Source: an optimization exercise on an open RTL-to-GDS flow (aim: small area). Production flows keep margins and buffers that such runs may drop. In this exercise RTL edits were held to simulation tests only and were not proved equivalent to the original. Power figures rest on the tool's default switching activity, not on a simulated workload.

==> flow/design.v, too long to show whole: its modules and the start of the top module <==
// module URATE: 943 lines
// module FA: 4 lines
// module HA: 4 lines
module URATE (
    input clk,
    input rst,
    input signed [15:0] in,
    output signed [15:0] out
);
  // ...
==> flow/flow/run.sh <==
#!/bin/bash
# Own flow: the standard layout (standard.sh, unchanged synthesis), with two changes:
# port buffers use the smallest buffer cell, and clock tree synthesis inserts no dummy loads.
set -euo pipefail
bash standard.sh \
  'BUFFER_PORTS_ARGS=-buffer_cell sky130_fd_sc_hd__buf_1' \
  'CTS_ARGS=-sink_clustering_enable -repair_clock_nets -dont_use_dummy_load -buf_list {sky130_fd_sc_hd__clkbuf_4 sky130_fd_sc_hd__clkbuf_8}' \
  finish > standard_flow.log 2>&1
==> flow/standard.sh <==
#!/bin/bash
# synth_recipe.tcl (not shown) runs the flow's synth.tcl, then flattens the netlist and writes it again
# the make line also repeats each setting of config.mk as NAME=value (left out here)
make -C /OpenROAD-flow-scripts/flow DESIGN_CONFIG=/design/flow/config.mk WORK_HOME=/design/flow/orfs CLKGATE_MAP_FILE= SYNTH_SCRIPT=/design/flow/synth_recipe.tcl "${@:-finish}"
==> flow/config.mk <==
export PLATFORM = sky130hd
export DESIGN_NAME = URATE
export DESIGN_NICKNAME = URATE
export VERILOG_FILES = /design/flow/design.v
export SDC_FILE = /design/flow/constraint.sdc
export NUM_CORES = 4
export LEC_CHECK = 0
export CAP_MARGIN = 20
export CORE_MARGIN = 2
export CORE_UTILIZATION = 40
export CTS_BUF_LIST = sky130_fd_sc_hd__clkbuf_4 sky130_fd_sc_hd__clkbuf_8
export CTS_CLUSTER_SIZE = 30
export SLEW_MARGIN = 20
export SYNTH_HIERARCHICAL = 1
export SYNTH_MINIMUM_KEEP_SIZE = 0
==> flow/constraint.sdc <==
create_clock -name core_clock -period 14.0 [get_ports {clk}]
set_input_delay 2.8000 -clock core_clock [delete_from_list [all_inputs] [get_ports {clk}]]
set_output_delay 2.8000 -clock core_clock [all_outputs]
set_load 0.01 [all_outputs]
==> reports/qor.csv, run 1 <==
stage,metric,value,unit
clock_network,H-tree lvl count,4,
route,Detail Route Antenna Nets,0,
synth,most frequent cells after synthesis,"fa_1, dfrtp_1, xor2_1",
cells_and_area,fin cells,1440,
sta,endpoints failing setup,0,
synth,Synth Instances,975,
cells_and_area,Final #Nets,1258,
sta,post-route setup slack,1.75,ns
cells_and_area,Clock buf/inv share,1.57,%
critical_path,"Top cell by count, worst path",fa_1,
clock_network,CTS buffer count,17,
sta,Slew @ Worst Pin,1.06,ns
grt,initial antenna violation count,0,
placement,Post-DP Area,14700,um^2
power,Sw Share,39.9,%
cells_and_area,fin util,42.2,%
critical_path,cell count of the worst reg-to-reg path,32,
synth,synthesized cell area,14300,um^2
power,Power Density,197,nW/um^2
min_path,Hold Path Sink,r0[0],
power,Gate power share,51.0,%
cells_and_area,area occupied by multi-input gates,8490,um^2
status,status,timing/DRC/antenna clean,
cells_and_area,"commonest cells after routing, fill and taps aside","fa_1, dfrtp_1, xor2_1",
critical_path,CP endpoint,r0[30],
cells_and_area,Fillers,3200,
cells_and_area,"commonest non-fill, non-tap cell in the layout",fa_1,
min_path,min-delay src,r0[0],
==> run 2, diff against run 1 <==
==> flow/design.v (replaced) <==
module URATE (
    input clk,
    input rst,
    input signed [15:0] in,
    output signed [15:0] out
);
reg [4:0] cnt;      
reg [15:0] x0, x1, x2, x3;
reg [30:0] r0;
reg [28:0] r1;
reg [25:0] r2;
reg [22:0] r3;
reg [20:0] r4;
wire smp = (cnt == 5'd19);
wire [15:0] s3 = smp ? in : x3;    
reg [4:0] cnt_nx;
reg k0r0_s0;
reg k0r0_s1;
reg k0r0_n;
reg k0r1_s2;
reg k0r1_s3;
reg k0r1_n;
reg k1r0_s0;
reg k1r0_s1;
reg k1r0_n;
reg k1r1_s2;
reg k1r1_s3;
reg k1r1_n;
reg k2r0_s0;
reg k2r0_s1;
reg k2r0_n;
reg k2r1_s2;
reg k2r1_s3;
reg k2r1_n;
reg k3r0_s1;
reg k3r0_s2;
reg k3r1_s0;
reg k3r1_s3;
reg kc0;
reg kc1;
reg kc2;
reg kc3;
always @* begin
	cnt_nx = 5'd0;
	k0r0_s0 = 1'b0;
	k0r0_s1 = 1'b0;
	k0r0_n = 1'b0;
	k0r1_s2 = 1'b0;
	k0r1_s3 = 1'b0;
	k0r1_n = 1'b0;
	k1r0_s0 = 1'b0;
	k1r0_s1 = 1'b0;
	k1r0_n = 1'b0;
	k1r1_s2 = 1'b0;
	k1r1_s3 = 1'b0;
	k1r1_n = 1'b0;
	k2r0_s0 = 1'b0;
	k2r0_s1 = 1'b0;
	k2r0_n = 1'b0;
	k2r1_s2 = 1'b0;
	k2r1_s3 = 1'b0;
	k2r1_n = 1'b0;
	k3r0_s1 = 1'b0;
	k3r0_s2 = 1'b0;
	k3r1_s0 = 1'b0;
	k3r1_s3 = 1'b0;
	kc0 = 1'b0;
	kc1 = 1'b0;
	kc2 = 1'b0;
	kc3 = 1'b0;
	case (cnt)
	5'd0: begin
		cnt_nx = 5'd1;
		k0r0_s0 = 1'b1;
		k0r0_n = 1'b1;
		k1r0_s1 = 1'b1;
		k1r1_s3 = 1'b1;
		k1r1_n = 1'b1;
		k2r0_s0 = 1'b1;
		k2r1_s2 = 1'b1;
		k2r1_n = 1'b1;
		k3r0_s1 = 1'b1;
		k3r1_s3 = 1'b1;
		kc0 = 1'b1;
		kc1 = 1'b1;
		kc3 = 1'b1;
	end
	5'd1: begin
		cnt_nx = 5'd2;
		k1r1_s2 = 1'b1;
		k2r0_s1 = 1'b1;
		k2r0_n = 1'b1;
		k3r0_s2 = 1'b1;
		k3r1_s0 = 1'b1;
		kc0 = 1'b1;
		kc1 = 1'b1;
	end
	5'd2: begin
		cnt_nx = 5'd3;
		k0r0_s0 = 1'b1;
		k1r0_s0 = 1'b1;
		k2r0_s0 = 1'b1;
		k2r0_n = 1'b1;
		k3r0_s1 = 1'b1;
		k3r1_s0 = 1'b1;
		kc0 = 1'b1;
		kc1 = 1'b1;
	end
	5'd3: begin
		cnt_nx = 5'd4;
		k0r0_s0 = 1'b1;
		k0r0_n = 1'b1;
		k0r1_s2 = 1'b1;
		k1r0_s1 = 1'b1;
		k2r1_s2 = 1'b1;
		k2r1_n = 1'b1;
		kc0 = 1'b1;
		kc1 = 1'b1;
		kc2 = 1'b1;
	end
	5'd4: begin
		cnt_nx = 5'd5;
		k0r0_s1 = 1'b1;
		k0r1_s3 = 1'b1;
		k0r1_n = 1'b1;
		k1r0_s0 = 1'b1;
		k1r0_n = 1'b1;
		k1r1_s2 = 1'b1;
		k2r0_s1 = 1'b1;
		k2r1_s2 = 1'b1;
		k3r1_s0 = 1'b1;
		kc0 = 1'b1;
		kc1 = 1'b1;
		kc2 = 1'b1;
	end
	5'd5: begin
		cnt_nx = 5'd6;
		k0r0_s0 = 1'b1;
		k0r0_n = 1'b1;
		k0r1_s3 = 1'b1;
		k1r0_s1 = 1'b1;
		k1r1_s2 = 1'b1;
		k2r1_s2 = 1'b1;
		k2r1_n = 1'b1;
		k3r0_s1 = 1'b1;
		k3r1_s0 = 1'b1;
		kc0 = 1'b1;
		kc1 = 1'b1;
		kc2 = 1'b1;
	end
	5'd6: begin
		cnt_nx = 5'd7;
		k0r0_s1 = 1'b1;
		k0r0_n = 1'b1;
		k1r0_s0 = 1'b1;
		k2r0_s0 = 1'b1;
		k2r0_n = 1'b1;
		k2r1_s2 = 1'b1;
		kc2 = 1'b1;
	end
	5'd7: begin
		cnt_nx = 5'd8;
		k0r0_s0 = 1'b1;
		k0r1_s2 = 1'b1;
		k0r1_n = 1'b1;
		k1r0_s0 = 1'b1;
		k1r1_s3 = 1'b1;
		k2r1_s2 = 1'b1;
		kc1 = 1'b1;
		kc2 = 1'b1;
	end
	5'd8: begin
		cnt_nx = 5'd9;
		k0r0_s1 = 1'b1;
		k0r1_s2 = 1'b1;
		k1r0_s0 = 1'b1;
		k1r1_s2 = 1'b1;
		k1r1_n = 1'b1;
		k2r0_s1 = 1'b1;
		k2r0_n = 1'b1;
		kc0 = 1'b1;
		kc1 = 1'b1;
		kc2 = 1'b1;
	end
	5'd9: begin
		cnt_nx = 5'd10;
		k0r1_s2 = 1'b1;
		k0r1_n = 1'b1;
		k1r0_s0 = 1'b1;
		k1r1_s3 = 1'b1;
		k2r0_s0 = 1'b1;
		k2r0_n = 1'b1;
		k2r1_s3 = 1'b1;
		kc0 = 1'b1;
		kc1 = 1'b1;
		kc2 = 1'b1;
	end
	5'd10: begin
		cnt_nx = 5'd11;
		k1r0_s0 = 1'b1;
		k2r0_s0 = 1'b1;
		k2r1_s2 = 1'b1;
		k2r1_n = 1'b1;
		kc1 = 1'b1;
		kc2 = 1'b1;
	end
	5'd11: begin
		cnt_nx = 5'd12;
		k0r0_s0 = 1'b1;
		k0r0_n = 1'b1;
		k2r0_s1 = 1'b1;
		k2r1_s2 = 1'b1;
		kc0 = 1'b1;
		kc1 = 1'b1;
	end
	5'd12: begin
		cnt_nx = 5'd13;
		k0r0_s0 = 1'b1;
		k2r0_s0 = 1'b1;
		k2r0_n = 1'b1;
		kc0 = 1'b1;
		kc1 = 1'b1;
	end
	5'd13: begin
		cnt_nx = 5'd14;
		k0r0_s1 = 1'b1;
		k0r1_s3 = 1'b1;
		k0r1_n = 1'b1;
		k2r0_s0 = 1'b1;
		kc1 = 1'b1;
		kc2 = 1'b1;
	end
	5'd14: begin
		cnt_nx = 5'd15;
		k0r0_s0 = 1'b1;
		k0r0_n = 1'b1;
		k0r1_s2 = 1'b1;
		k1r0_s0 = 1'b1;
		k1r0_n = 1'b1;
		kc2 = 1'b1;
	end
	5'd15: begin
		cnt_nx = 5'd16;
		k0r0_s0 = 1'b1;
		k0r1_s3 = 1'b1;
		k0r1_n = 1'b1;
		k1r0_s0 = 1'b1;
		k1r0_n = 1'b1;
		k1r1_s3 = 1'b1;
		k1r1_n = 1'b1;
		k2r1_s2 = 1'b1;
		kc0 = 1'b1;
		kc1 = 1'b1;
		kc3 = 1'b1;
	end
	5'd16: begin
		cnt_nx = 5'd17;
		k0r0_s1 = 1'b1;
		k1r0_s0 = 1'b1;
		k1r0_n = 1'b1;
		k1r1_s2 = 1'b1;
		k2r0_s1 = 1'b1;
		k2r1_s3 = 1'b1;
		k2r1_n = 1'b1;
		kc0 = 1'b1;
		kc1 = 1'b1;
		kc2 = 1'b1;
	end
	5'd17: begin
		cnt_nx = 5'd18;
		k0r1_s2 = 1'b1;
		k0r1_n = 1'b1;
		k1r0_s0 = 1'b1;
		k1r0_n = 1'b1;
		k1r1_s3 = 1'b1;
		k1r1_n = 1'b1;
		k2r0_s0 = 1'b1;
		k2r0_n = 1'b1;
		k2r1_s2 = 1'b1;
		kc2 = 1'b1;
		kc3 = 1'b1;
	end
	5'd18: begin
		cnt_nx = 5'd19;
		k0r0_s0 = 1'b1;
		k0r1_s2 = 1'b1;
		k0r1_n = 1'b1;
		k1r0_s0 = 1'b1;
		k1r0_n = 1'b1;
		k2r0_s1 = 1'b1;
		kc0 = 1'b1;
		kc1 = 1'b1;
		kc2 = 1'b1;
	end
	5'd19: begin
		cnt_nx = 5'd0;
		k0r1_s2 = 1'b1;
		k1r0_s1 = 1'b1;
		k1r1_s3 = 1'b1;
		k1r1_n = 1'b1;
		k2r0_s0 = 1'b1;
		k2r1_s3 = 1'b1;
		k2r1_n = 1'b1;
		k3r1_s0 = 1'b1;
		kc1 = 1'b1;
		kc3 = 1'b1;
	end
	default: ;
	endcase
end
wire k0r0_0 = ((k0r0_s0 & x0[0])) ^ k0r0_n;
wire k0r0_1 = ((k0r0_s0 & x0[1]) | (k0r0_s1 & x0[0])) ^ k0r0_n;
wire k0r0_2 = ((k0r0_s0 & x0[2]) | (k0r0_s1 & x0[1])) ^ k0r0_n;
wire k0r0_3 = ((k0r0_s0 & x0[3]) | (k0r0_s1 & x0[2])) ^ k0r0_n;
wire k0r0_4 = ((k0r0_s0 & x0[4]) | (k0r0_s1 & x0[3])) ^ k0r0_n;
wire k0r0_5 = ((k0r0_s0 & x0[5]) | (k0r0_s1 & x0[4])) ^ k0r0_n;
wire k0r0_6 = ((k0r0_s0 & x0[6]) | (k0r0_s1 & x0[5])) ^ k0r0_n;
wire k0r0_7 = ((k0r0_s0 & x0[7]) | (k0r0_s1 & x0[6])) ^ k0r0_n;
wire k0r0_8 = ((k0r0_s0 & x0[8]) | (k0r0_s1 & x0[7])) ^ k0r0_n;
wire k0r0_9 = ((k0r0_s0 & x0[9]) | (k0r0_s1 & x0[8])) ^ k0r0_n;
wire k0r0_10 = ((k0r0_s0 & x0[10]) | (k0r0_s1 & x0[9])) ^ k0r0_n;
wire k0r0_11 = ((k0r0_s0 & x0[11]) | (k0r0_s1 & x0[10])) ^ k0r0_n;
wire k0r0_12 = ((k0r0_s0 & x0[12]) | (k0r0_s1 & x0[11])) ^ k0r0_n;
wire k0r0_13 = ((k0r0_s0 & x0[13]) | (k0r0_s1 & x0[12])) ^ k0r0_n;
wire k0r0_14 = ((k0r0_s0 & x0[14]) | (k0r0_s1 & x0[13])) ^ k0r0_n;
wire k0r0_15 = ((k0r0_s0 & x0[15]) | (k0r0_s1 & x0[14])) ^ k0r0_n;
wire k0r0_16 = ~(((k0r0_s0 & x0[15]) | (k0r0_s1 & x0[15])) ^ k0r0_n);
wire k0r1_2 = ((k0r1_s2 & x0[0])) ^ k0r1_n;
wire k0r1_3 = ((k0r1_s2 & x0[1]) | (k0r1_s3 & x0[0])) ^ k0r1_n;
wire k0r1_4 = ((k0r1_s2 & x0[2]) | (k0r1_s3 & x0[1])) ^ k0r1_n;
wire k0r1_5 = ((k0r1_s2 & x0[3]) | (k0r1_s3 & x0[2])) ^ k0r1_n;
wire k0r1_6 = ((k0r1_s2 & x0[4]) | (k0r1_s3 & x0[3])) ^ k0r1_n;
wire k0r1_7 = ((k0r1_s2 & x0[5]) | (k0r1_s3 & x0[4])) ^ k0r1_n;
wire k0r1_8 = ((k0r1_s2 & x0[6]) | (k0r1_s3 & x0[5])) ^ k0r1_n;
wire k0r1_9 = ((k0r1_s2 & x0[7]) | (k0r1_s3 & x0[6])) ^ k0r1_n;
wire k0r1_10 = ((k0r1_s2 & x0[8]) | (k0r1_s3 & x0[7])) ^ k0r1_n;
wire k0r1_11 = ((k0r1_s2 & x0[9]) | (k0r1_s3 & x0[8])) ^ k0r1_n;
wire k0r1_12 = ((k0r1_s2 & x0[10]) | (k0r1_s3 & x0[9])) ^ k0r1_n;
wire k0r1_13 = ((k0r1_s2 & x0[11]) | (k0r1_s3 & x0[10])) ^ k0r1_n;
wire k0r1_14 = ((k0r1_s2 & x0[12]) | (k0r1_s3 & x0[11])) ^ k0r1_n;
wire k0r1_15 = ((k0r1_s2 & x0[13]) | (k0r1_s3 & x0[12])) ^ k0r1_n;
wire k0r1_16 = ((k0r1_s2 & x0[14]) | (k0r1_s3 & x0[13])) ^ k0r1_n;
wire k0r1_17 = ((k0r1_s2 & x0[15]) | (k0r1_s3 & x0[14])) ^ k0r1_n;
wire k0r1_18 = ~(((k0r1_s2 & x0[15]) | (k0r1_s3 & x0[15])) ^ k0r1_n);
wire k1r0_0 = ((k1r0_s0 & x1[0])) ^ k1r0_n;
wire k1r0_1 = ((k1r0_s0 & x1[1]) | (k1r0_s1 & x1[0])) ^ k1r0_n;
wire k1r0_2 = ((k1r0_s0 & x1[2]) | (k1r0_s1 & x1[1])) ^ k1r0_n;
wire k1r0_3 = ((k1r0_s0 & x1[3]) | (k1r0_s1 & x1[2])) ^ k1r0_n;
wire k1r0_4 = ((k1r0_s0 & x1[4]) | (k1r0_s1 & x1[3])) ^ k1r0_n;
wire k1r0_5 = ((k1r0_s0 & x1[5]) | (k1r0_s1 & x1[4])) ^ k1r0_n;
wire k1r0_6 = ((k1r0_s0 & x1[6]) | (k1r0_s1 & x1[5])) ^ k1r0_n;
wire k1r0_7 = ((k1r0_s0 & x1[7]) | (k1r0_s1 & x1[6])) ^ k1r0_n;
wire k1r0_8 = ((k1r0_s0 & x1[8]) | (k1r0_s1 & x1[7])) ^ k1r0_n;
wire k1r0_9 = ((k1r0_s0 & x1[9]) | (k1r0_s1 & x1[8])) ^ k1r0_n;
wire k1r0_10 = ((k1r0_s0 & x1[10]) | (k1r0_s1 & x1[9])) ^ k1r0_n;
wire k1r0_11 = ((k1r0_s0 & x1[11]) | (k1r0_s1 & x1[10])) ^ k1r0_n;
wire k1r0_12 = ((k1r0_s0 & x1[12]) | (k1r0_s1 & x1[11])) ^ k1r0_n;
wire k1r0_13 = ((k1r0_s0 & x1[13]) | (k1r0_s1 & x1[12])) ^ k1r0_n;
wire k1r0_14 = ((k1r0_s0 & x1[14]) | (k1r0_s1 & x1[13])) ^ k1r0_n;
wire k1r0_15 = ((k1r0_s0 & x1[15]) | (k1r0_s1 & x1[14])) ^ k1r0_n;
wire k1r0_16 = ~(((k1r0_s0 & x1[15]) | (k1r0_s1 & x1[15])) ^ k1r0_n);
wire k1r1_2 = ((k1r1_s2 & x1[0])) ^ k1r1_n;
wire k1r1_3 = ((k1r1_s2 & x1[1]) | (k1r1_s3 & x1[0])) ^ k1r1_n;
wire k1r1_4 = ((k1r1_s2 & x1[2]) | (k1r1_s3 & x1[1])) ^ k1r1_n;
wire k1r1_5 = ((k1r1_s2 & x1[3]) | (k1r1_s3 & x1[2])) ^ k1r1_n;
wire k1r1_6 = ((k1r1_s2 & x1[4]) | (k1r1_s3 & x1[3])) ^ k1r1_n;
wire k1r1_7 = ((k1r1_s2 & x1[5]) | (k1r1_s3 & x1[4])) ^ k1r1_n;
wire k1r1_8 = ((k1r1_s2 & x1[6]) | (k1r1_s3 & x1[5])) ^ k1r1_n;
wire k1r1_9 = ((k1r1_s2 & x1[7]) | (k1r1_s3 & x1[6])) ^ k1r1_n;
wire k1r1_10 = ((k1r1_s2 & x1[8]) | (k1r1_s3 & x1[7])) ^ k1r1_n;
wire k1r1_11 = ((k1r1_s2 & x1[9]) | (k1r1_s3 & x1[8])) ^ k1r1_n;
wire k1r1_12 = ((k1r1_s2 & x1[10]) | (k1r1_s3 & x1[9])) ^ k1r1_n;
wire k1r1_13 = ((k1r1_s2 & x1[11]) | (k1r1_s3 & x1[10])) ^ k1r1_n;
wire k1r1_14 = ((k1r1_s2 & x1[12]) | (k1r1_s3 & x1[11])) ^ k1r1_n;
wire k1r1_15 = ((k1r1_s2 & x1[13]) | (k1r1_s3 & x1[12])) ^ k1r1_n;
wire k1r1_16 = ((k1r1_s2 & x1[14]) | (k1r1_s3 & x1[13])) ^ k1r1_n;
wire k1r1_17 = ((k1r1_s2 & x1[15]) | (k1r1_s3 & x1[14])) ^ k1r1_n;
wire k1r1_18 = ~(((k1r1_s2 & x1[15]) | (k1r1_s3 & x1[15])) ^ k1r1_n);
wire k2r0_0 = ((k2r0_s0 & x2[0])) ^ k2r0_n;
wire k2r0_1 = ((k2r0_s0 & x2[1]) | (k2r0_s1 & x2[0])) ^ k2r0_n;
wire k2r0_2 = ((k2r0_s0 & x2[2]) | (k2r0_s1 & x2[1])) ^ k2r0_n;
wire k2r0_3 = ((k2r0_s0 & x2[3]) | (k2r0_s1 & x2[2])) ^ k2r0_n;
wire k2r0_4 = ((k2r0_s0 & x2[4]) | (k2r0_s1 & x2[3])) ^ k2r0_n;
wire k2r0_5 = ((k2r0_s0 & x2[5]) | (k2r0_s1 & x2[4])) ^ k2r0_n;
wire k2r0_6 = ((k2r0_s0 & x2[6]) | (k2r0_s1 & x2[5])) ^ k2r0_n;
wire k2r0_7 = ((k2r0_s0 & x2[7]) | (k2r0_s1 & x2[6])) ^ k2r0_n;
wire k2r0_8 = ((k2r0_s0 & x2[8]) | (k2r0_s1 & x2[7])) ^ k2r0_n;
wire k2r0_9 = ((k2r0_s0 & x2[9]) | (k2r0_s1 & x2[8])) ^ k2r0_n;
wire k2r0_10 = ((k2r0_s0 & x2[10]) | (k2r0_s1 & x2[9])) ^ k2r0_n;
wire k2r0_11 = ((k2r0_s0 & x2[11]) | (k2r0_s1 & x2[10])) ^ k2r0_n;
wire k2r0_12 = ((k2r0_s0 & x2[12]) | (k2r0_s1 & x2[11])) ^ k2r0_n;
wire k2r0_13 = ((k2r0_s0 & x2[13]) | (k2r0_s1 & x2[12])) ^ k2r0_n;
wire k2r0_14 = ((k2r0_s0 & x2[14]) | (k2r0_s1 & x2[13])) ^ k2r0_n;
wire k2r0_15 = ((k2r0_s0 & x2[15]) | (k2r0_s1 & x2[14])) ^ k2r0_n;
wire k2r0_16 = ~(((k2r0_s0 & x2[15]) | (k2r0_s1 & x2[15])) ^ k2r0_n);
wire k2r1_2 = ((k2r1_s2 & x2[0])) ^ k2r1_n;
wire k2r1_3 = ((k2r1_s2 & x2[1]) | (k2r1_s3 & x2[0])) ^ k2r1_n;
wire k2r1_4 = ((k2r1_s2 & x2[2]) | (k2r1_s3 & x2[1])) ^ k2r1_n;
wire k2r1_5 = ((k2r1_s2 & x2[3]) | (k2r1_s3 & x2[2])) ^ k2r1_n;
wire k2r1_6 = ((k2r1_s2 & x2[4]) | (k2r1_s3 & x2[3])) ^ k2r1_n;
wire k2r1_7 = ((k2r1_s2 & x2[5]) | (k2r1_s3 & x2[4])) ^ k2r1_n;
wire k2r1_8 = ((k2r1_s2 & x2[6]) | (k2r1_s3 & x2[5])) ^ k2r1_n;
wire k2r1_9 = ((k2r1_s2 & x2[7]) | (k2r1_s3 & x2[6])) ^ k2r1_n;
wire k2r1_10 = ((k2r1_s2 & x2[8]) | (k2r1_s3 & x2[7])) ^ k2r1_n;
wire k2r1_11 = ((k2r1_s2 & x2[9]) | (k2r1_s3 & x2[8])) ^ k2r1_n;
wire k2r1_12 = ((k2r1_s2 & x2[10]) | (k2r1_s3 & x2[9])) ^ k2r1_n;
wire k2r1_13 = ((k2r1_s2 & x2[11]) | (k2r1_s3 & x2[10])) ^ k2r1_n;
wire k2r1_14 = ((k2r1_s2 & x2[12]) | (k2r1_s3 & x2[11])) ^ k2r1_n;
wire k2r1_15 = ((k2r1_s2 & x2[13]) | (k2r1_s3 & x2[12])) ^ k2r1_n;
wire k2r1_16 = ((k2r1_s2 & x2[14]) | (k2r1_s3 & x2[13])) ^ k2r1_n;
wire k2r1_17 = ((k2r1_s2 & x2[15]) | (k2r1_s3 & x2[14])) ^ k2r1_n;
wire k2r1_18 = ~(((k2r1_s2 & x2[15]) | (k2r1_s3 & x2[15])) ^ k2r1_n);
wire k3r0_1 = ~((k3r0_s1 & s3[0]));
wire k3r0_2 = ~((k3r0_s1 & s3[1]) | (k3r0_s2 & s3[0]));
wire k3r0_3 = ~((k3r0_s1 & s3[2]) | (k3r0_s2 & s3[1]));
wire k3r0_4 = ~((k3r0_s1 & s3[3]) | (k3r0_s2 & s3[2]));
wire k3r0_5 = ~((k3r0_s1 & s3[4]) | (k3r0_s2 & s3[3]));
wire k3r0_6 = ~((k3r0_s1 & s3[5]) | (k3r0_s2 & s3[4]));
wire k3r0_7 = ~((k3r0_s1 & s3[6]) | (k3r0_s2 & s3[5]));
wire k3r0_8 = ~((k3r0_s1 & s3[7]) | (k3r0_s2 & s3[6]));
wire k3r0_9 = ~((k3r0_s1 & s3[8]) | (k3r0_s2 & s3[7]));
wire k3r0_10 = ~((k3r0_s1 & s3[9]) | (k3r0_s2 & s3[8]));
wire k3r0_11 = ~((k3r0_s1 & s3[10]) | (k3r0_s2 & s3[9]));
wire k3r0_12 = ~((k3r0_s1 & s3[11]) | (k3r0_s2 & s3[10]));
wire k3r0_13 = ~((k3r0_s1 & s3[12]) | (k3r0_s2 & s3[11]));
wire k3r0_14 = ~((k3r0_s1 & s3[13]) | (k3r0_s2 & s3[12]));
wire k3r0_15 = ~((k3r0_s1 & s3[14]) | (k3r0_s2 & s3[13]));
wire k3r0_16 = ~((k3r0_s1 & s3[15]) | (k3r0_s2 & s3[14]));
wire k3r0_17 = (k3r0_s1 & s3[15]) | (k3r0_s2 & s3[15]);
wire k3r1_0 = (k3r1_s0 & s3[0]);
wire k3r1_1 = (k3r1_s0 & s3[1]);
wire k3r1_2 = (k3r1_s0 & s3[2]);
wire k3r1_3 = (k3r1_s0 & s3[3]) | (k3r1_s3 & s3[0]);
wire k3r1_4 = (k3r1_s0 & s3[4]) | (k3r1_s3 & s3[1]);
wire k3r1_5 = (k3r1_s0 & s3[5]) | (k3r1_s3 & s3[2]);
wire k3r1_6 = (k3r1_s0 & s3[6]) | (k3r1_s3 & s3[3]);
wire k3r1_7 = (k3r1_s0 & s3[7]) | (k3r1_s3 & s3[4]);
wire k3r1_8 = (k3r1_s0 & s3[8]) | (k3r1_s3 & s3[5]);
wire k3r1_9 = (k3r1_s0 & s3[9]) | (k3r1_s3 & s3[6]);
wire k3r1_10 = (k3r1_s0 & s3[10]) | (k3r1_s3 & s3[7]);
wire k3r1_11 = (k3r1_s0 & s3[11]) | (k3r1_s3 & s3[8]);
wire k3r1_12 = (k3r1_s0 & s3[12]) | (k3r1_s3 & s3[9]);
wire k3r1_13 = (k3r1_s0 & s3[13]) | (k3r1_s3 & s3[10]);
wire k3r1_14 = (k3r1_s0 & s3[14]) | (k3r1_s3 & s3[11]);
wire k3r1_15 = (k3r1_s0 & s3[15]) | (k3r1_s3 & s3[12]);
wire k3r1_16 = (k3r1_s0 & s3[15]) | (k3r1_s3 & s3[13]);
wire k3r1_17 = (k3r1_s0 & s3[15]) | (k3r1_s3 & s3[14]);
wire k3r1_18 = ~((k3r1_s0 & s3[15]) | (k3r1_s3 & s3[15]));
wire fs1, fc2;
FA ufs1 (.a(r4[0]), .b(k0r0_0), .c(k1r0_0), .s(fs1), .co(fc2));
wire fs3, fc4;
FA ufs3 (.a(k2r0_0), .b(k3r1_0), .c(kc0), .s(fs3), .co(fc4));
wire fs5, fc6;
FA ufs5 (.a(r4[1]), .b(k0r0_1), .c(k1r0_1), .s(fs5), .co(fc6));
wire fs7, fc8;
FA ufs7 (.a(k2r0_1), .b(k3r0_1), .c(k3r1_1), .s(fs7), .co(fc8));
wire fs9, fc10;
FA ufs9 (.a(r4[2]), .b(k0r0_2), .c(k0r1_2), .s(fs9), .co(fc10));
wire fs11, fc12;
FA ufs11 (.a(k1r0_2), .b(k1r1_2), .c(k2r0_2), .s(fs11), .co(fc12));
wire fs13, fc14;
FA ufs13 (.a(k2r1_2), .b(k3r0_2), .c(k3r1_2), .s(fs13), .co(fc14));
wire fs15, fc16;
FA ufs15 (.a(r4[3]), .b(k0r0_3), .c(k0r1_3), .s(fs15), .co(fc16));
wire fs17, fc18;
FA ufs17 (.a(k1r0_3), .b(k1r1_3), .c(k2r0_3), .s(fs17), .co(fc18));
wire fs19, fc20;
FA ufs19 (.a(k2r1_3), .b(k3r0_3), .c(k3r1_3), .s(fs19), .co(fc20));
wire fs21, fc22;
FA ufs21 (.a(r4[4]), .b(k0r0_4), .c(k0r1_4), .s(fs21), .co(fc22));
wire fs23, fc24;
FA ufs23 (.a(k1r0_4), .b(k1r1_4), .c(k2r0_4), .s(fs23), .co(fc24));
wire fs25, fc26;
FA ufs25 (.a(k2r1_4), .b(k3r0_4), .c(k3r1_4), .s(fs25), .co(fc26));
wire fs27, fc28;
FA ufs27 (.a(r4[5]), .b(k0r0_5), .c(k0r1_5), .s(fs27), .co(fc28));
wire fs29, fc30;
FA ufs29 (.a(k1r0_5), .b(k1r1_5), .c(k2r0_5), .s(fs29), .co(fc30));
wire fs31, fc32;
FA ufs31 (.a(k2r1_5), .b(k3r0_5), .c(k3r1_5), .s(fs31), .co(fc32));
wire fs33, fc34;
FA ufs33 (.a(r4[6]), .b(k0r0_6), .c(k0r1_6), .s(fs33), .co(fc34));
wire fs35, fc36;
FA ufs35 (.a(k1r0_6), .b(k1r1_6), .c(k2r0_6), .s(fs35), .co(fc36));
wire fs37, fc38;
FA ufs37 (.a(k2r1_6), .b(k3r0_6), .c(k3r1_6), .s(fs37), .co(fc38));
wire fs39, fc40;
FA ufs39 (.a(r4[7]), .b(k0r0_7), .c(k0r1_7), .s(fs39), .co(fc40));
wire fs41, fc42;
FA ufs41 (.a(k1r0_7), .b(k1r1_7), .c(k2r0_7), .s(fs41), .co(fc42));
wire fs43, fc44;
FA ufs43 (.a(k2r1_7), .b(k3r0_7), .c(k3r1_7), .s(fs43), .co(fc44));
wire fs45, fc46;
FA ufs45 (.a(r4[8]), .b(k0r0_8), .c(k0r1_8), .s(fs45), .co(fc46));
wire fs47, fc48;
FA ufs47 (.a(k1r0_8), .b(k1r1_8), .c(k2r0_8), .s(fs47), .co(fc48));
wire fs49, fc50;
FA ufs49 (.a(k2r1_8), .b(k3r0_8), .c(k3r1_8), .s(fs49), .co(fc50));
wire fs51, fc52;
FA ufs51 (.a(r4[9]), .b(k0r0_9), .c(k0r1_9), .s(fs51), .co(fc52));
wire fs53, fc54;
FA ufs53 (.a(k1r0_9), .b(k1r1_9), .c(k2r0_9), .s(fs53), .co(fc54));
wire fs55, fc56;
FA ufs55 (.a(k2r1_9), .b(k3r0_9), .c(k3r1_9), .s(fs55), .co(fc56));
wire fs57, fc58;
FA ufs57 (.a(r4[10]), .b(k0r0_10), .c(k0r1_10), .s(fs57), .co(fc58));
wire fs59, fc60;
FA ufs59 (.a(k1r0_10), .b(k1r1_10), .c(k2r0_10), .s(fs59), .co(fc60));
wire fs61, fc62;
FA ufs61 (.a(k2r1_10), .b(k3r0_10), .c(k3r1_10), .s(fs61), .co(fc62));
wire fs63, fc64;
FA ufs63 (.a(r4[11]), .b(k0r0_11), .c(k0r1_11), .s(fs63), .co(fc64));
wire fs65, fc66;
FA ufs65 (.a(k1r0_11), .b(k1r1_11), .c(k2r0_11), .s(fs65), .co(fc66));
wire fs67, fc68;
FA ufs67 (.a(k2r1_11), .b(k3r0_11), .c(k3r1_11), .s(fs67), .co(fc68));
wire fs69, fc70;
FA ufs69 (.a(r4[12]), .b(k0r0_12), .c(k0r1_12), .s(fs69), .co(fc70));
wire fs71, fc72;
FA ufs71 (.a(k1r0_12), .b(k1r1_12), .c(k2r0_12), .s(fs71), .co(fc72));
wire fs73, fc74;
FA ufs73 (.a(k2r1_12), .b(k3r0_12), .c(k3r1_12), .s(fs73), .co(fc74));
wire fs75, fc76;
FA ufs75 (.a(r4[13]), .b(k0r0_13), .c(k0r1_13), .s(fs75), .co(fc76));
wire fs77, fc78;
FA ufs77 (.a(k1r0_13), .b(k1r1_13), .c(k2r0_13), .s(fs77), .co(fc78));
wire fs79, fc80;
FA ufs79 (.a(k2r1_13), .b(k3r0_13), .c(k3r1_13), .s(fs79), .co(fc80));
wire fs81, fc82;
FA ufs81 (.a(r4[14]), .b(k0r0_14), .c(k0r1_14), .s(fs81), .co(fc82));
wire fs83, fc84;
FA ufs83 (.a(k1r0_14), .b(k1r1_14), .c(k2r0_14), .s(fs83), .co(fc84));
wire fs85, fc86;
FA ufs85 (.a(k2r1_14), .b(k3r0_14), .c(k3r1_14), .s(fs85), .co(fc86));
wire fs87, fc88;
FA ufs87 (.a(r4[15]), .b(k0r0_15), .c(k0r1_15), .s(fs87), .co(fc88));
wire fs89, fc90;
FA ufs89 (.a(k1r0_15), .b(k1r1_15), .c(k2r0_15), .s(fs89), .co(fc90));
wire fs91, fc92;
FA ufs91 (.a(k2r1_15), .b(k3r0_15), .c(k3r1_15), .s(fs91), .co(fc92));
wire fs93, fc94;
FA ufs93 (.a(r4[16]), .b(k0r0_16), .c(k0r1_16), .s(fs93), .co(fc94));
wire fs95, fc96;
FA ufs95 (.a(k1r0_16), .b(k1r1_16), .c(k2r0_16), .s(fs95), .co(fc96));
wire fs97, fc98;
FA ufs97 (.a(k2r1_16), .b(k3r0_16), .c(k3r1_16), .s(fs97), .co(fc98));
wire fs99, fc100;
FA ufs99 (.a(r4[17]), .b(k0r1_17), .c(k1r1_17), .s(fs99), .co(fc100));
wire fs101, fc102;
FA ufs101 (.a(k2r1_17), .b(k3r0_17), .c(k3r1_17), .s(fs101), .co(fc102));
wire fs103, fc104;
FA ufs103 (.a(r4[18]), .b(k0r1_18), .c(k1r1_18), .s(fs103), .co(fc104));
wire fs105, fc106;
FA ufs105 (.a(fc2), .b(fc4), .c(fs5), .s(fs105), .co(fc106));
wire fs107, fc108;
FA ufs107 (.a(fc6), .b(fc8), .c(fs9), .s(fs107), .co(fc108));
wire fs109, fc110;
FA ufs109 (.a(fs11), .b(fs13), .c(kc2), .s(fs109), .co(fc110));
wire fs111, fc112;
FA ufs111 (.a(fc10), .b(fc12), .c(fc14), .s(fs111), .co(fc112));
wire fs113, fc114;
FA ufs113 (.a(fs15), .b(fs17), .c(fs19), .s(fs113), .co(fc114));
wire fs115, fc116;
FA ufs115 (.a(fc16), .b(fc18), .c(fc20), .s(fs115), .co(fc116));
wire fs117, fc118;
FA ufs117 (.a(fs21), .b(fs23), .c(fs25), .s(fs117), .co(fc118));
wire fs119, fc120;
FA ufs119 (.a(fc22), .b(fc24), .c(fc26), .s(fs119), .co(fc120));
wire fs121, fc122;
FA ufs121 (.a(fs27), .b(fs29), .c(fs31), .s(fs121), .co(fc122));
wire fs123, fc124;
FA ufs123 (.a(fc28), .b(fc30), .c(fc32), .s(fs123), .co(fc124));
wire fs125, fc126;
FA ufs125 (.a(fs33), .b(fs35), .c(fs37), .s(fs125), .co(fc126));
wire fs127, fc128;
FA ufs127 (.a(fc34), .b(fc36), .c(fc38), .s(fs127), .co(fc128));
wire fs129, fc130;
FA ufs129 (.a(fs39), .b(fs41), .c(fs43), .s(fs129), .co(fc130));
wire fs131, fc132;
FA ufs131 (.a(fc40), .b(fc42), .c(fc44), .s(fs131), .co(fc132));
wire fs133, fc134;
FA ufs133 (.a(fs45), .b(fs47), .c(fs49), .s(fs133), .co(fc134));
wire fs135, fc136;
FA ufs135 (.a(fc46), .b(fc48), .c(fc50), .s(fs135), .co(fc136));
wire fs137, fc138;
FA ufs137 (.a(fs51), .b(fs53), .c(fs55), .s(fs137), .co(fc138));
wire fs139, fc140;
FA ufs139 (.a(fc52), .b(fc54), .c(fc56), .s(fs139), .co(fc140));
wire fs141, fc142;
FA ufs141 (.a(fs57), .b(fs59), .c(fs61), .s(fs141), .co(fc142));
wire fs143, fc144;
FA ufs143 (.a(fc58), .b(fc60), .c(fc62), .s(fs143), .co(fc144));
wire fs145, fc146;
FA ufs145 (.a(fs63), .b(fs65), .c(fs67), .s(fs145), .co(fc146));
wire fs147, fc148;
FA ufs147 (.a(fc64), .b(fc66), .c(fc68), .s(fs147), .co(fc148));
wire fs149, fc150;
FA ufs149 (.a(fs69), .b(fs71), .c(fs73), .s(fs149), .co(fc150));
wire fs151, fc152;
FA ufs151 (.a(fc70), .b(fc72), .c(fc74), .s(fs151), .co(fc152));
wire fs153, fc154;
FA ufs153 (.a(fs75), .b(fs77), .c(fs79), .s(fs153), .co(fc154));
wire fs155, fc156;
FA ufs155 (.a(fc76), .b(fc78), .c(fc80), .s(fs155), .co(fc156));
wire fs157, fc158;
FA ufs157 (.a(fs81), .b(fs83), .c(fs85), .s(fs157), .co(fc158));
wire fs159, fc160;
FA ufs159 (.a(fc82), .b(fc84), .c(fc86), .s(fs159), .co(fc160));
wire fs161, fc162;
FA ufs161 (.a(fs87), .b(fs89), .c(fs91), .s(fs161), .co(fc162));
wire fs163, fc164;
FA ufs163 (.a(fc88), .b(fc90), .c(fc92), .s(fs163), .co(fc164));
wire fs165, fc166;
FA ufs165 (.a(fs93), .b(fs95), .c(fs97), .s(fs165), .co(fc166));
wire fs167, fc168;
FA ufs167 (.a(fc94), .b(fc96), .c(fc98), .s(fs167), .co(fc168));
wire fs169, fc170;
FA ufs169 (.a(fs99), .b(fs101), .c(1'b1), .s(fs169), .co(fc170));
wire fs171, fc172;
FA ufs171 (.a(fc100), .b(fc102), .c(fs103), .s(fs171), .co(fc172));
wire fs173, fc174;
FA ufs173 (.a(fc104), .b(r4[19]), .c(1'b1), .s(fs173), .co(fc174));
wire fs175, fc176;
FA ufs175 (.a(fs105), .b(fs7), .c(kc1), .s(fs175), .co(fc176));
wire fs177, fc178;
FA ufs177 (.a(fc106), .b(fs107), .c(fs109), .s(fs177), .co(fc178));
wire fs179, fc180;
FA ufs179 (.a(fc108), .b(fc110), .c(fs111), .s(fs179), .co(fc180));
wire fs181, fc182;
FA ufs181 (.a(fc112), .b(fc114), .c(fs115), .s(fs181), .co(fc182));
wire fs183, fc184;
FA ufs183 (.a(fc116), .b(fc118), .c(fs119), .s(fs183), .co(fc184));
wire fs185, fc186;
FA ufs185 (.a(fc120), .b(fc122), .c(fs123), .s(fs185), .co(fc186));
wire fs187, fc188;
FA ufs187 (.a(fc124), .b(fc126), .c(fs127), .s(fs187), .co(fc188));
wire fs189, fc190;
FA ufs189 (.a(fc128), .b(fc130), .c(fs131), .s(fs189), .co(fc190));
wire fs191, fc192;
FA ufs191 (.a(fc132), .b(fc134), .c(fs135), .s(fs191), .co(fc192));
wire fs193, fc194;
FA ufs193 (.a(fc136), .b(fc138), .c(fs139), .s(fs193), .co(fc194));
wire fs195, fc196;
FA ufs195 (.a(fc140), .b(fc142), .c(fs143), .s(fs195), .co(fc196));
wire fs197, fc198;
FA ufs197 (.a(fc144), .b(fc146), .c(fs147), .s(fs197), .co(fc198));
wire fs199, fc200;
FA ufs199 (.a(fc148), .b(fc150), .c(fs151), .s(fs199), .co(fc200));
wire fs201, fc202;
FA ufs201 (.a(fc152), .b(fc154), .c(fs155), .s(fs201), .co(fc202));
wire fs203, fc204;
FA ufs203 (.a(fc156), .b(fc158), .c(fs159), .s(fs203), .co(fc204));
wire fs205, fc206;
FA ufs205 (.a(fc160), .b(fc162), .c(fs163), .s(fs205), .co(fc206));
wire fs207, fc208;
FA ufs207 (.a(fc164), .b(fc166), .c(fs167), .s(fs207), .co(fc208));
wire fs209, fc210;
FA ufs209 (.a(fc168), .b(fc170), .c(fs171), .s(fs209), .co(fc210));
wire fs211, fc212;
FA ufs211 (.a(fc178), .b(fs179), .c(fs113), .s(fs211), .co(fc212));
wire fs213, fc214;
FA ufs213 (.a(fc180), .b(fs181), .c(fs117), .s(fs213), .co(fc214));
wire fs215, fc216;
FA ufs215 (.a(fc182), .b(fs183), .c(fs121), .s(fs215), .co(fc216));
wire fs217, fc218;
FA ufs217 (.a(fc184), .b(fs185), .c(fs125), .s(fs217), .co(fc218));
wire fs219, fc220;
FA ufs219 (.a(fc186), .b(fs187), .c(fs129), .s(fs219), .co(fc220));
wire fs221, fc222;
FA ufs221 (.a(fc188), .b(fs189), .c(fs133), .s(fs221), .co(fc222));
wire fs223, fc224;
FA ufs223 (.a(fc190), .b(fs191), .c(fs137), .s(fs223), .co(fc224));
wire fs225, fc226;
FA ufs225 (.a(fc192), .b(fs193), .c(fs141), .s(fs225), .co(fc226));
wire fs227, fc228;
FA ufs227 (.a(fc194), .b(fs195), .c(fs145), .s(fs227), .co(fc228));
wire fs229, fc230;
FA ufs229 (.a(fc196), .b(fs197), .c(fs149), .s(fs229), .co(fc230));
wire fs231, fc232;
FA ufs231 (.a(fc198), .b(fs199), .c(fs153), .s(fs231), .co(fc232));
wire fs233, fc234;
FA ufs233 (.a(fc200), .b(fs201), .c(fs157), .s(fs233), .co(fc234));
wire fs235, fc236;
FA ufs235 (.a(fc202), .b(fs203), .c(fs161), .s(fs235), .co(fc236));
wire fs237, fc238;
FA ufs237 (.a(fc204), .b(fs205), .c(fs165), .s(fs237), .co(fc238));
wire fs239, fc240;
FA ufs239 (.a(fc206), .b(fs207), .c(fs169), .s(fs239), .co(fc240));
wire fs241, fc242;
FA ufs241 (.a(fc208), .b(fs209), .c(k2r1_18), .s(fs241), .co(fc242));
wire fs243, fc244;
FA ufs243 (.a(fc210), .b(fc172), .c(fs173), .s(fs243), .co(fc244));
wire fs245, fc246;
FA ufs245 (.a(fc236), .b(fs237), .c(1'b1), .s(fs245), .co(fc246));
wire fs247, fc248;
FA ufs247 (.a(fc240), .b(fs241), .c(k3r1_18), .s(fs247), .co(fc248));
wire fs249, fc250;
FA ufs249 (.a(fc244), .b(fc174), .c(r4[20]), .s(fs249), .co(fc250));
wire fs251, fc252;
FA ufs251 (.a(fc246), .b(fc238), .c(fs239), .s(fs251), .co(fc252));
wire fs253, fc254;
FA ufs253 (.a(fc248), .b(fc242), .c(fs243), .s(fs253), .co(fc254));
wire fs255, fc256;
HA ufs255 (.a(fs1), .b(fs3), .s(fs255), .co(fc256));
wire fs257, fc258;
HA ufs257 (.a(fs175), .b(fc256), .s(fs257), .co(fc258));
wire fs259, fc260;
FA ufs259 (.a(fc176), .b(fs177), .c(fc258), .s(fs259), .co(fc260));
wire fs261, fc262;
FA ufs261 (.a(fs211), .b(kc3), .c(fc260), .s(fs261), .co(fc262));
wire fs263, fc264;
FA ufs263 (.a(fc212), .b(fs213), .c(fc262), .s(fs263), .co(fc264));
wire fs265, fc266;
FA ufs265 (.a(fc214), .b(fs215), .c(fc264), .s(fs265), .co(fc266));
wire fs267, fc268;
FA ufs267 (.a(fc216), .b(fs217), .c(fc266), .s(fs267), .co(fc268));
wire fs269, fc270;
FA ufs269 (.a(fc218), .b(fs219), .c(fc268), .s(fs269), .co(fc270));
wire fs271, fc272;
FA ufs271 (.a(fc220), .b(fs221), .c(fc270), .s(fs271), .co(fc272));
wire fs273, fc274;
FA ufs273 (.a(fc222), .b(fs223), .c(fc272), .s(fs273), .co(fc274));
wire fs275, fc276;
FA ufs275 (.a(fc224), .b(fs225), .c(fc274), .s(fs275), .co(fc276));
wire fs277, fc278;
FA ufs277 (.a(fc226), .b(fs227), .c(fc276), .s(fs277), .co(fc278));
wire fs279, fc280;
FA ufs279 (.a(fc228), .b(fs229), .c(fc278), .s(fs279), .co(fc280));
wire fs281, fc282;
FA ufs281 (.a(fc230), .b(fs231), .c(fc280), .s(fs281), .co(fc282));
wire fs283, fc284;
FA ufs283 (.a(fc232), .b(fs233), .c(fc282), .s(fs283), .co(fc284));
wire fs285, fc286;
FA ufs285 (.a(fc234), .b(fs235), .c(fc284), .s(fs285), .co(fc286));
wire fs287, fc288;
HA ufs287 (.a(fs245), .b(fc286), .s(fs287), .co(fc288));
wire fs289, fc290;
HA ufs289 (.a(fs251), .b(fc288), .s(fs289), .co(fc290));
wire fs291, fc292;
FA ufs291 (.a(fc252), .b(fs247), .c(fc290), .s(fs291), .co(fc292));
wire fs293, fc294;
HA ufs293 (.a(fs253), .b(fc292), .s(fs293), .co(fc294));
wire [20:0] nx4 = {(fc254 ^ fs249 ^ fc294), fs293, fs291, fs289, fs287, fs285, fs283, fs281, fs279, fs277, fs275, fs273, fs271, fs269, fs267, fs265, fs263, fs261, fs259, fs257, fs255};
wire fs295, fc296;
HA ufs295 (.a(r0[0]), .b(r1[0]), .s(fs295), .co(fc296));
wire fs297, fc298;
FA ufs297 (.a(r0[1]), .b(r1[1]), .c(fc296), .s(fs297), .co(fc298));
wire fs299, fc300;
FA ufs299 (.a(r0[2]), .b(r1[2]), .c(fc298), .s(fs299), .co(fc300));
wire fs301, fc302;
FA ufs301 (.a(r0[3]), .b(r1[3]), .c(fc300), .s(fs301), .co(fc302));
wire fs303, fc304;
FA ufs303 (.a(r0[4]), .b(r1[4]), .c(fc302), .s(fs303), .co(fc304));
wire fs305, fc306;
FA ufs305 (.a(r0[5]), .b(r1[5]), .c(fc304), .s(fs305), .co(fc306));
wire fs307, fc308;
FA ufs307 (.a(r0[6]), .b(r1[6]), .c(fc306), .s(fs307), .co(fc308));
wire fs309, fc310;
FA ufs309 (.a(r0[7]), .b(r1[7]), .c(fc308), .s(fs309), .co(fc310));
wire fs311, fc312;
FA ufs311 (.a(r0[8]), .b(r1[8]), .c(fc310), .s(fs311), .co(fc312));
wire fs313, fc314;
FA ufs313 (.a(r0[9]), .b(r1[9]), .c(fc312), .s(fs313), .co(fc314));
wire fs315, fc316;
FA ufs315 (.a(r0[10]), .b(r1[10]), .c(fc314), .s(fs315), .co(fc316));
wire fs317, fc318;
FA ufs317 (.a(r0[11]), .b(r1[11]), .c(fc316), .s(fs317), .co(fc318));
wire fs319, fc320;
FA ufs319 (.a(r0[12]), .b(r1[12]), .c(fc318), .s(fs319), .co(fc320));
wire fs321, fc322;
FA ufs321 (.a(r0[13]), .b(r1[13]), .c(fc320), .s(fs321), .co(fc322));
wire fs323, fc324;
FA ufs323 (.a(r0[14]), .b(r1[14]), .c(fc322), .s(fs323), .co(fc324));
wire fs325, fc326;
FA ufs325 (.a(r0[15]), .b(r1[15]), .c(fc324), .s(fs325), .co(fc326));
wire fs327, fc328;
FA ufs327 (.a(r0[16]), .b(r1[16]), .c(fc326), .s(fs327), .co(fc328));
wire fs329, fc330;
FA ufs329 (.a(r0[17]), .b(r1[17]), .c(fc328), .s(fs329), .co(fc330));
wire fs331, fc332;
FA ufs331 (.a(r0[18]), .b(r1[18]), .c(fc330), .s(fs331), .co(fc332));
wire fs333, fc334;
FA ufs333 (.a(r0[19]), .b(r1[19]), .c(fc332), .s(fs333), .co(fc334));
wire fs335, fc336;
FA ufs335 (.a(r0[20]), .b(r1[20]), .c(fc334), .s(fs335), .co(fc336));
wire fs337, fc338;
FA ufs337 (.a(r0[21]), .b(r1[21]), .c(fc336), .s(fs337), .co(fc338));
wire fs339, fc340;
FA ufs339 (.a(r0[22]), .b(r1[22]), .c(fc338), .s(fs339), .co(fc340));
wire fs341, fc342;
FA ufs341 (.a(r0[23]), .b(r1[23]), .c(fc340), .s(fs341), .co(fc342));
wire fs343, fc344;
FA ufs343 (.a(r0[24]), .b(r1[24]), .c(fc342), .s(fs343), .co(fc344));
wire fs345, fc346;
FA ufs345 (.a(r0[25]), .b(r1[25]), .c(fc344), .s(fs345), .co(fc346));
wire fs347, fc348;
FA ufs347 (.a(r0[26]), .b(r1[26]), .c(fc346), .s(fs347), .co(fc348));
wire fs349, fc350;
FA ufs349 (.a(r0[27]), .b(r1[27]), .c(fc348), .s(fs349), .co(fc350));
wire fs351, fc352;
FA ufs351 (.a(r0[28]), .b(r1[28]), .c(fc350), .s(fs351), .co(fc352));
wire fs353, fc354;
FA ufs353 (.a(r0[29]), .b(r1[28]), .c(fc352), .s(fs353), .co(fc354));
wire [30:0] nx0 = {(r0[30] ^ r1[28] ^ fc354), fs353, fs351, fs349, fs347, fs345, fs343, fs341, fs339, fs337, fs335, fs333, fs331, fs329, fs327, fs325, fs323, fs321, fs319, fs317, fs315, fs313, fs311, fs309, fs307, fs305, fs303, fs301, fs299, fs297, fs295};
wire fs355, fc356;
HA ufs355 (.a(r1[0]), .b(r2[0]), .s(fs355), .co(fc356));
wire fs357, fc358;
FA ufs357 (.a(r1[1]), .b(r2[1]), .c(fc356), .s(fs357), .co(fc358));
wire fs359, fc360;
FA ufs359 (.a(r1[2]), .b(r2[2]), .c(fc358), .s(fs359), .co(fc360));
wire fs361, fc362;
FA ufs361 (.a(r1[3]), .b(r2[3]), .c(fc360), .s(fs361), .co(fc362));
wire fs363, fc364;
FA ufs363 (.a(r1[4]), .b(r2[4]), .c(fc362), .s(fs363), .co(fc364));
wire fs365, fc366;
FA ufs365 (.a(r1[5]), .b(r2[5]), .c(fc364), .s(fs365), .co(fc366));
wire fs367, fc368;
FA ufs367 (.a(r1[6]), .b(r2[6]), .c(fc366), .s(fs367), .co(fc368));
wire fs369, fc370;
FA ufs369 (.a(r1[7]), .b(r2[7]), .c(fc368), .s(fs369), .co(fc370));
wire fs371, fc372;
FA ufs371 (.a(r1[8]), .b(r2[8]), .c(fc370), .s(fs371), .co(fc372));
wire fs373, fc374;
FA ufs373 (.a(r1[9]), .b(r2[9]), .c(fc372), .s(fs373), .co(fc374));
wire fs375, fc376;
FA ufs375 (.a(r1[10]), .b(r2[10]), .c(fc374), .s(fs375), .co(fc376));
wire fs377, fc378;
FA ufs377 (.a(r1[11]), .b(r2[11]), .c(fc376), .s(fs377), .co(fc378));
wire fs379, fc380;
FA ufs379 (.a(r1[12]), .b(r2[12]), .c(fc378), .s(fs379), .co(fc380));
wire fs381, fc382;
FA ufs381 (.a(r1[13]), .b(r2[13]), .c(fc380), .s(fs381), .co(fc382));
wire fs383, fc384;
FA ufs383 (.a(r1[14]), .b(r2[14]), .c(fc382), .s(fs383), .co(fc384));
wire fs385, fc386;
FA ufs385 (.a(r1[15]), .b(r2[15]), .c(fc384), .s(fs385), .co(fc386));
wire fs387, fc388;
FA ufs387 (.a(r1[16]), .b(r2[16]), .c(fc386), .s(fs387), .co(fc388));
wire fs389, fc390;
FA ufs389 (.a(r1[17]), .b(r2[17]), .c(fc388), .s(fs389), .co(fc390));
wire fs391, fc392;
FA ufs391 (.a(r1[18]), .b(r2[18]), .c(fc390), .s(fs391), .co(fc392));
wire fs393, fc394;
FA ufs393 (.a(r1[19]), .b(r2[19]), .c(fc392), .s(fs393), .co(fc394));
wire fs395, fc396;
FA ufs395 (.a(r1[20]), .b(r2[20]), .c(fc394), .s(fs395), .co(fc396));
wire fs397, fc398;
FA ufs397 (.a(r1[21]), .b(r2[21]), .c(fc396), .s(fs397), .co(fc398));
wire fs399, fc400;
FA ufs399 (.a(r1[22]), .b(r2[22]), .c(fc398), .s(fs399), .co(fc400));
wire fs401, fc402;
FA ufs401 (.a(r1[23]), .b(r2[23]), .c(fc400), .s(fs401), .co(fc402));
wire fs403, fc404;
FA ufs403 (.a(r1[24]), .b(r2[24]), .c(fc402), .s(fs403), .co(fc404));
wire fs405, fc406;
FA ufs405 (.a(r1[25]), .b(r2[25]), .c(fc404), .s(fs405), .co(fc406));
wire fs407, fc408;
FA ufs407 (.a(r1[26]), .b(r2[25]), .c(fc406), .s(fs407), .co(fc408));
wire fs409, fc410;
FA ufs409 (.a(r1[27]), .b(r2[25]), .c(fc408), .s(fs409), .co(fc410));
wire [28:0] nx1 = {(r1[28] ^ r2[25] ^ fc410), fs409, fs407, fs405, fs403, fs401, fs399, fs397, fs395, fs393, fs391, fs389, fs387, fs385, fs383, fs381, fs379, fs377, fs375, fs373, fs371, fs369, fs367, fs365, fs363, fs361, fs359, fs357, fs355};
wire fs411, fc412;
HA ufs411 (.a(r2[0]), .b(r3[0]), .s(fs411), .co(fc412));
wire fs413, fc414;
FA ufs413 (.a(r2[1]), .b(r3[1]), .c(fc412), .s(fs413), .co(fc414));
wire fs415, fc416;
FA ufs415 (.a(r2[2]), .b(r3[2]), .c(fc414), .s(fs415), .co(fc416));
wire fs417, fc418;
FA ufs417 (.a(r2[3]), .b(r3[3]), .c(fc416), .s(fs417), .co(fc418));
wire fs419, fc420;
FA ufs419 (.a(r2[4]), .b(r3[4]), .c(fc418), .s(fs419), .co(fc420));
wire fs421, fc422;
FA ufs421 (.a(r2[5]), .b(r3[5]), .c(fc420), .s(fs421), .co(fc422));
wire fs423, fc424;
FA ufs423 (.a(r2[6]), .b(r3[6]), .c(fc422), .s(fs423), .co(fc424));
wire fs425, fc426;
FA ufs425 (.a(r2[7]), .b(r3[7]), .c(fc424), .s(fs425), .co(fc426));
wire fs427, fc428;
FA ufs427 (.a(r2[8]), .b(r3[8]), .c(fc426), .s(fs427), .co(fc428));
wire fs429, fc430;
FA ufs429 (.a(r2[9]), .b(r3[9]), .c(fc428), .s(fs429), .co(fc430));
wire fs431, fc432;
FA ufs431 (.a(r2[10]), .b(r3[10]), .c(fc430), .s(fs431), .co(fc432));
wire fs433, fc434;
FA ufs433 (.a(r2[11]), .b(r3[11]), .c(fc432), .s(fs433), .co(fc434));
wire fs435, fc436;
FA ufs435 (.a(r2[12]), .b(r3[12]), .c(fc434), .s(fs435), .co(fc436));
wire fs437, fc438;
FA ufs437 (.a(r2[13]), .b(r3[13]), .c(fc436), .s(fs437), .co(fc438));
wire fs439, fc440;
FA ufs439 (.a(r2[14]), .b(r3[14]), .c(fc438), .s(fs439), .co(fc440));
wire fs441, fc442;
FA ufs441 (.a(r2[15]), .b(r3[15]), .c(fc440), .s(fs441), .co(fc442));
wire fs443, fc444;
FA ufs443 (.a(r2[16]), .b(r3[16]), .c(fc442), .s(fs443), .co(fc444));
wire fs445, fc446;
FA ufs445 (.a(r2[17]), .b(r3[17]), .c(fc444), .s(fs445), .co(fc446));
wire fs447, fc448;
FA ufs447 (.a(r2[18]), .b(r3[18]), .c(fc446), .s(fs447), .co(fc448));
wire fs449, fc450;
FA ufs449 (.a(r2[19]), .b(r3[19]), .c(fc448), .s(fs449), .co(fc450));
wire fs451, fc452;
FA ufs451 (.a(r2[20]), .b(r3[20]), .c(fc450), .s(fs451), .co(fc452));
wire fs453, fc454;
FA ufs453 (.a(r2[21]), .b(r3[21]), .c(fc452), .s(fs453), .co(fc454));
wire fs455, fc456;
FA ufs455 (.a(r2[22]), .b(r3[22]), .c(fc454), .s(fs455), .co(fc456));
wire fs457, fc458;
FA ufs457 (.a(r2[23]), .b(r3[22]), .c(fc456), .s(fs457), .co(fc458));
wire fs459, fc460;
FA ufs459 (.a(r2[24]), .b(r3[22]), .c(fc458), .s(fs459), .co(fc460));
wire [25:0] nx2 = {(r2[25] ^ r3[22] ^ fc460), fs459, fs457, fs455, fs453, fs451, fs449, fs447, fs445, fs443, fs441, fs439, fs437, fs435, fs433, fs431, fs429, fs427, fs425, fs423, fs421, fs419, fs417, fs415, fs413, fs411};
wire fs461, fc462;
HA ufs461 (.a(r3[0]), .b(r4[0]), .s(fs461), .co(fc462));
wire fs463, fc464;
FA ufs463 (.a(r3[1]), .b(r4[1]), .c(fc462), .s(fs463), .co(fc464));
wire fs465, fc466;
FA ufs465 (.a(r3[2]), .b(r4[2]), .c(fc464), .s(fs465), .co(fc466));
wire fs467, fc468;
FA ufs467 (.a(r3[3]), .b(r4[3]), .c(fc466), .s(fs467), .co(fc468));
wire fs469, fc470;
FA ufs469 (.a(r3[4]), .b(r4[4]), .c(fc468), .s(fs469), .co(fc470));
wire fs471, fc472;
FA ufs471 (.a(r3[5]), .b(r4[5]), .c(fc470), .s(fs471), .co(fc472));
wire fs473, fc474;
FA ufs473 (.a(r3[6]), .b(r4[6]), .c(fc472), .s(fs473), .co(fc474));
wire fs475, fc476;
FA ufs475 (.a(r3[7]), .b(r4[7]), .c(fc474), .s(fs475), .co(fc476));
wire fs477, fc478;
FA ufs477 (.a(r3[8]), .b(r4[8]), .c(fc476), .s(fs477), .co(fc478));
wire fs479, fc480;
FA ufs479 (.a(r3[9]), .b(r4[9]), .c(fc478), .s(fs479), .co(fc480));
wire fs481, fc482;
FA ufs481 (.a(r3[10]), .b(r4[10]), .c(fc480), .s(fs481), .co(fc482));
wire fs483, fc484;
FA ufs483 (.a(r3[11]), .b(r4[11]), .c(fc482), .s(fs483), .co(fc484));
wire fs485, fc486;
FA ufs485 (.a(r3[12]), .b(r4[12]), .c(fc484), .s(fs485), .co(fc486));
wire fs487, fc488;
FA ufs487 (.a(r3[13]), .b(r4[13]), .c(fc486), .s(fs487), .co(fc488));
wire fs489, fc490;
FA ufs489 (.a(r3[14]), .b(r4[14]), .c(fc488), .s(fs489), .co(fc490));
wire fs491, fc492;
FA ufs491 (.a(r3[15]), .b(r4[15]), .c(fc490), .s(fs491), .co(fc492));
wire fs493, fc494;
FA ufs493 (.a(r3[16]), .b(r4[16]), .c(fc492), .s(fs493), .co(fc494));
wire fs495, fc496;
FA ufs495 (.a(r3[17]), .b(r4[17]), .c(fc494), .s(fs495), .co(fc496));
wire fs497, fc498;
FA ufs497 (.a(r3[18]), .b(r4[18]), .c(fc496), .s(fs497), .co(fc498));
wire fs499, fc500;
FA ufs499 (.a(r3[19]), .b(r4[19]), .c(fc498), .s(fs499), .co(fc500));
wire fs501, fc502;
FA ufs501 (.a(r3[20]), .b(r4[20]), .c(fc500), .s(fs501), .co(fc502));
wire fs503, fc504;
FA ufs503 (.a(r3[21]), .b(r4[20]), .c(fc502), .s(fs503), .co(fc504));
wire [22:0] nx3 = {(r3[22] ^ r4[20] ^ fc504), fs503, fs501, fs499, fs497, fs495, fs493, fs491, fs489, fs487, fs485, fs483, fs481, fs479, fs477, fs475, fs473, fs471, fs469, fs467, fs465, fs463, fs461};
always @(posedge clk or posedge rst) begin
	if (rst) begin
		cnt <= 5'd0;
		r0 <= 31'd0;
		r1 <= 29'd0;
		r2 <= 26'd0;
		r3 <= 23'd0;
		r4 <= 21'd0;
	end else begin
		cnt <= cnt_nx;
		r0 <= nx0;
		r1 <= nx1;
		r2 <= nx2;
		r3 <= nx3;
		r4 <= nx4;
	end
end
always @(posedge clk) begin
	if (smp | rst) begin
		x0 <= rst ? 16'd0 : in; x1 <= x0; x2 <= x1; x3 <= x2;
	end
end
assign out = r0[30:15];
endmodule
module FA (input a, input b, input c, output s, output co);
assign s = a ^ b ^ c;
assign co = (a & b) | (a & c) | (b & c);
endmodule
module HA (input a, input b, output s, output co);
assign s = a ^ b;
assign co = a & b;
endmodule
==> flow/flow/run.sh (replaced) <==
#!/bin/bash
# Own flow: the standard layout (standard.sh, unchanged synthesis), with two changes:
# port buffers use the smallest buffer cell, and clock tree synthesis inserts no dummy loads.
set -euo pipefail
bash standard.sh \
  'BUFFER_PORTS_ARGS=-buffer_cell sky130_fd_sc_hd__buf_1' \
  'CTS_ARGS=-sink_clustering_enable -repair_clock_nets -dont_use_dummy_load -buf_list {sky130_fd_sc_hd__clkbuf_8} -sink_clustering_size 10' \
  finish > standard_flow.log 2>&1
==> run 2 against run 1 <==
Via count fell by 3.1%. Routed wire length fell by 12%. Still clean on timing, DRC and antenna. Worst setup slack got worse by 0.045 ns. Sequential power barely moved. Worst hold slack improved by 0.0011 ns. Global-route usage fell by 1.8 points. Die area fell by 2.5%. Clock-buffer cell count did not move. Sequential share of layout area rose by 1.0 points. Synthesized cell count fell by 3.7%. Combinational power rose by 11%. Design area fell by 2.7%.
==> reports/qor.csv, run 2 <==
stage,metric,value,unit,change
sta,Min Hold Slack,0.486,ns,was 0.485 ns
synth,most frequent cells after synthesis,"fa_1, dfrtp_1, a22oi_1",,"was fa_1, dfrtp_1, xor2_1"
route,Detail Route Antenna Nets,0,,unchanged
clock_network,H-tree lvl count,4,,unchanged
critical_path,r2r startpoint,r1[0],,unchanged
cells_and_area,fin cells,1388,,was 1440
synth,synthesized cell area,13900,um^2,was 14300 um^2
synth,syn_area_per_cell,14.8,um^2,was 14.6 um^2
critical_path,"Max FO, Critical Path",2,,unchanged
critical_path,cell family with most CP delay,adder cells,,unchanged
clock_network,Clock Path Buffers,2,,unchanged
power,net load switching power,1.24,mW,was 1.17 mW
cells_and_area,"commonest non-fill, non-tap cell in the layout",fa_1,,unchanged
floorplanning,core area,34400,um^2,was 35300 um^2
power,Sw Share,40.1,%,was 39.9%
critical_path,Crit path depth,32,,unchanged
power,Gate power share,53.8,%,was 51.0%
cells_and_area,Fillers,3153,,was 3200
cells_and_area,largest registers,"r0: 31 flops, r1: 29 flops, r2: 26 flops",,unchanged
grt,initial antenna violation count,0,,unchanged
placement,IO Port Bufs,33,,unchanged
min_path,Tightest Hold Check Type,flip-flop to flip-flop,,unchanged
synth,post-synth top area cell,fa_1,,unchanged
floorplanning,Initial Utilization,40.5,%,was 40.4%
cells_and_area,Final #Nets,1212,,was 1258
clock_network,hold_buf cts,0,,unchanged
grt,total gr overflow,0,,unchanged
sta,"Hold Vio Cnt, Final",0,,unchanged
critical_path,CP endpoint,r0[30],,unchanged
cells_and_area,area occupied by multi-input gates,8180,um^2,was 8490 um^2
cells_and_area,"commonest cells after routing, fill and taps aside","fa_1, dfrtp_1, a22oi_1",,"was fa_1, dfrtp_1, xor2_1"
route,initial DRC count,705,,was 685
clock_network,CTS buffer count,17,,unchanged
power,Power Density,214,nW/um^2,was 197 nW/um^2
sta,endpoints failing setup,0,,unchanged
clock_network,CTS root buffer,clkbuf_8,,unchanged
synth,Synth Instances,939,,was 975
grt,vias in the first global route,8080,,was 8353
critical_path,crit path launch,r1[0],,unchanged
route,DRC Markers,0,,unchanged
placement,placed cells,1371,,was 1423
critical_path,Buffers & Inverters on Critical Path,0,,unchanged
sta,Slew @ Worst Pin,1.06,ns,about the same
critical_path,cell count of the worst reg-to-reg path,32,,unchanged
sta,min Tclk post-route,12.29,ns,was 12.25 ns
synth,prevailing post-synth register cell,dfrtp_1,,unchanged
critical_path,"Top cell by count, worst path",fa_1,,unchanged
power,Worst VDD drop,101,uV,was 108 uV
status,status,timing/DRC/antenna clean,,unchanged
-- run 2: worst min-delay path by stage --
stage | startpoint | endpoint | slack [ns] | cells after the start
final | r0[0] | r0[0] | 0.49 | 1
after global routing | r0[0] | r0[0] | 0.52 | 1
after CTS | r0[0] | r0[0] | 0.49 | 1
after detailed placement | r0[0] | r0[0] | 0.48 | 1
after global placement | r0[0] | r0[0] | 0.47 | 1
after floorplan | r0[0] | r0[0] | 0.46 | 1
-- run 2: per-module statistics from Yosys, one instance, submodules excluded --
module / cells inside / cell area [um^2]
URATE: 687 / 8930
HA: 1 / 12.5
FA: 1 / 20.0
-- run 2: metal layers --
layer / wire (um) / vias to the layer above / share of wire (%) / GRT usage, %
li1: - / 3259 / - / -
met1: 13000 / 4042 / 47 / 25.4
met2: 12700 / 233 / 46 / 24.6
met3: 1500 / 14 / 5.5 / 2.67
met4: 244 / 0 / 0.89 / 3.52
met5: 0 / - / 0 / 0
-- run 2: worst register-to-register path, delay by kind of cell (launching register included) --
kind / cells / cell delay [ns]
adder cells (fa/ha/maj): 30 / 11.49
flip-flops: 1 / 0.39
XOR/XNOR: 2 / 0.32
-- run 2: kinds of logic after synthesis --
kind of cell	Yosys count	share of synthesized area (%)
fa+ha+maj	259	36.4
compound gates	206	11.3
flops	199	38.1
xor+xnor	97	6.11
simple gates	87	3.44
buf+inv	73	3.38
mux	17	1.22
other cells	1	0.0270
-- run 2: area by class of cell --
cell class	count	area share, %
Clock buffer	17	1.61
Timing Repair Buffer	43	1.37
Tap cell	455	3.92
Inverter	5	0.164
Sequential cell	199	36.5
Multi-Input combinational cell	669	56.4
-- run 2: per-stage QoR --
stage                     util, %  setup WS (ns)  area, um^2
after floorplan                 -           1.78       13900
after global placement       41.5           1.73       14300
after detailed placement     41.5           1.59       14300
after CTS                    42.2           1.55       14500
after global routing         42.2           1.32       14500
final                        42.2           1.71       14500
-- run 2: power groups by stage --
stage | logic (mW) | registers [mW] | clock network (mW)
2_1_floorplan | 1.33 | 1.11 | 0
3_3_place_gp | 1.61 | 1.16 | 0
3_5_place_dp | 1.73 | 1.17 | 0
4_1_cts | 1.73 | 1.16 | 0.302
5_1_grt | 2.04 | 1.20 | 0.326
6_report | 1.67 | 1.15 | 0.287

## static timing again, ports no longer ideal
No port has a modelled driver above. Below, the same layouts with a new extraction and two added sets of constraints.
Step 1 assumes that a clkbuf_16 drives the clock port and a buf_2 every other input.
Step 2 moves the port delays by t, midway between the first and last clock arrival at a register: inputs arrive t later, outputs are due t later. That takes back most of the time a late clock gives input paths.
a / b / c = ideal / step 1 / step 2; a / b = the first two.
run	t, ns	setup slack, ns	worst setup path after step 2	latest minus earliest clock arrival (ns)	slew at the worst register clock pin (ns)
run 1	0.528	1.751 / 1.751 / 1.751	register to register	0.043 / 0.043	0.12 / 0.12
run 2	0.496	1.706 / 1.706 / 1.706	register to register	0.044 / 0.045	0.12 / 0.12
After both steps every run listed still meets setup and hold.
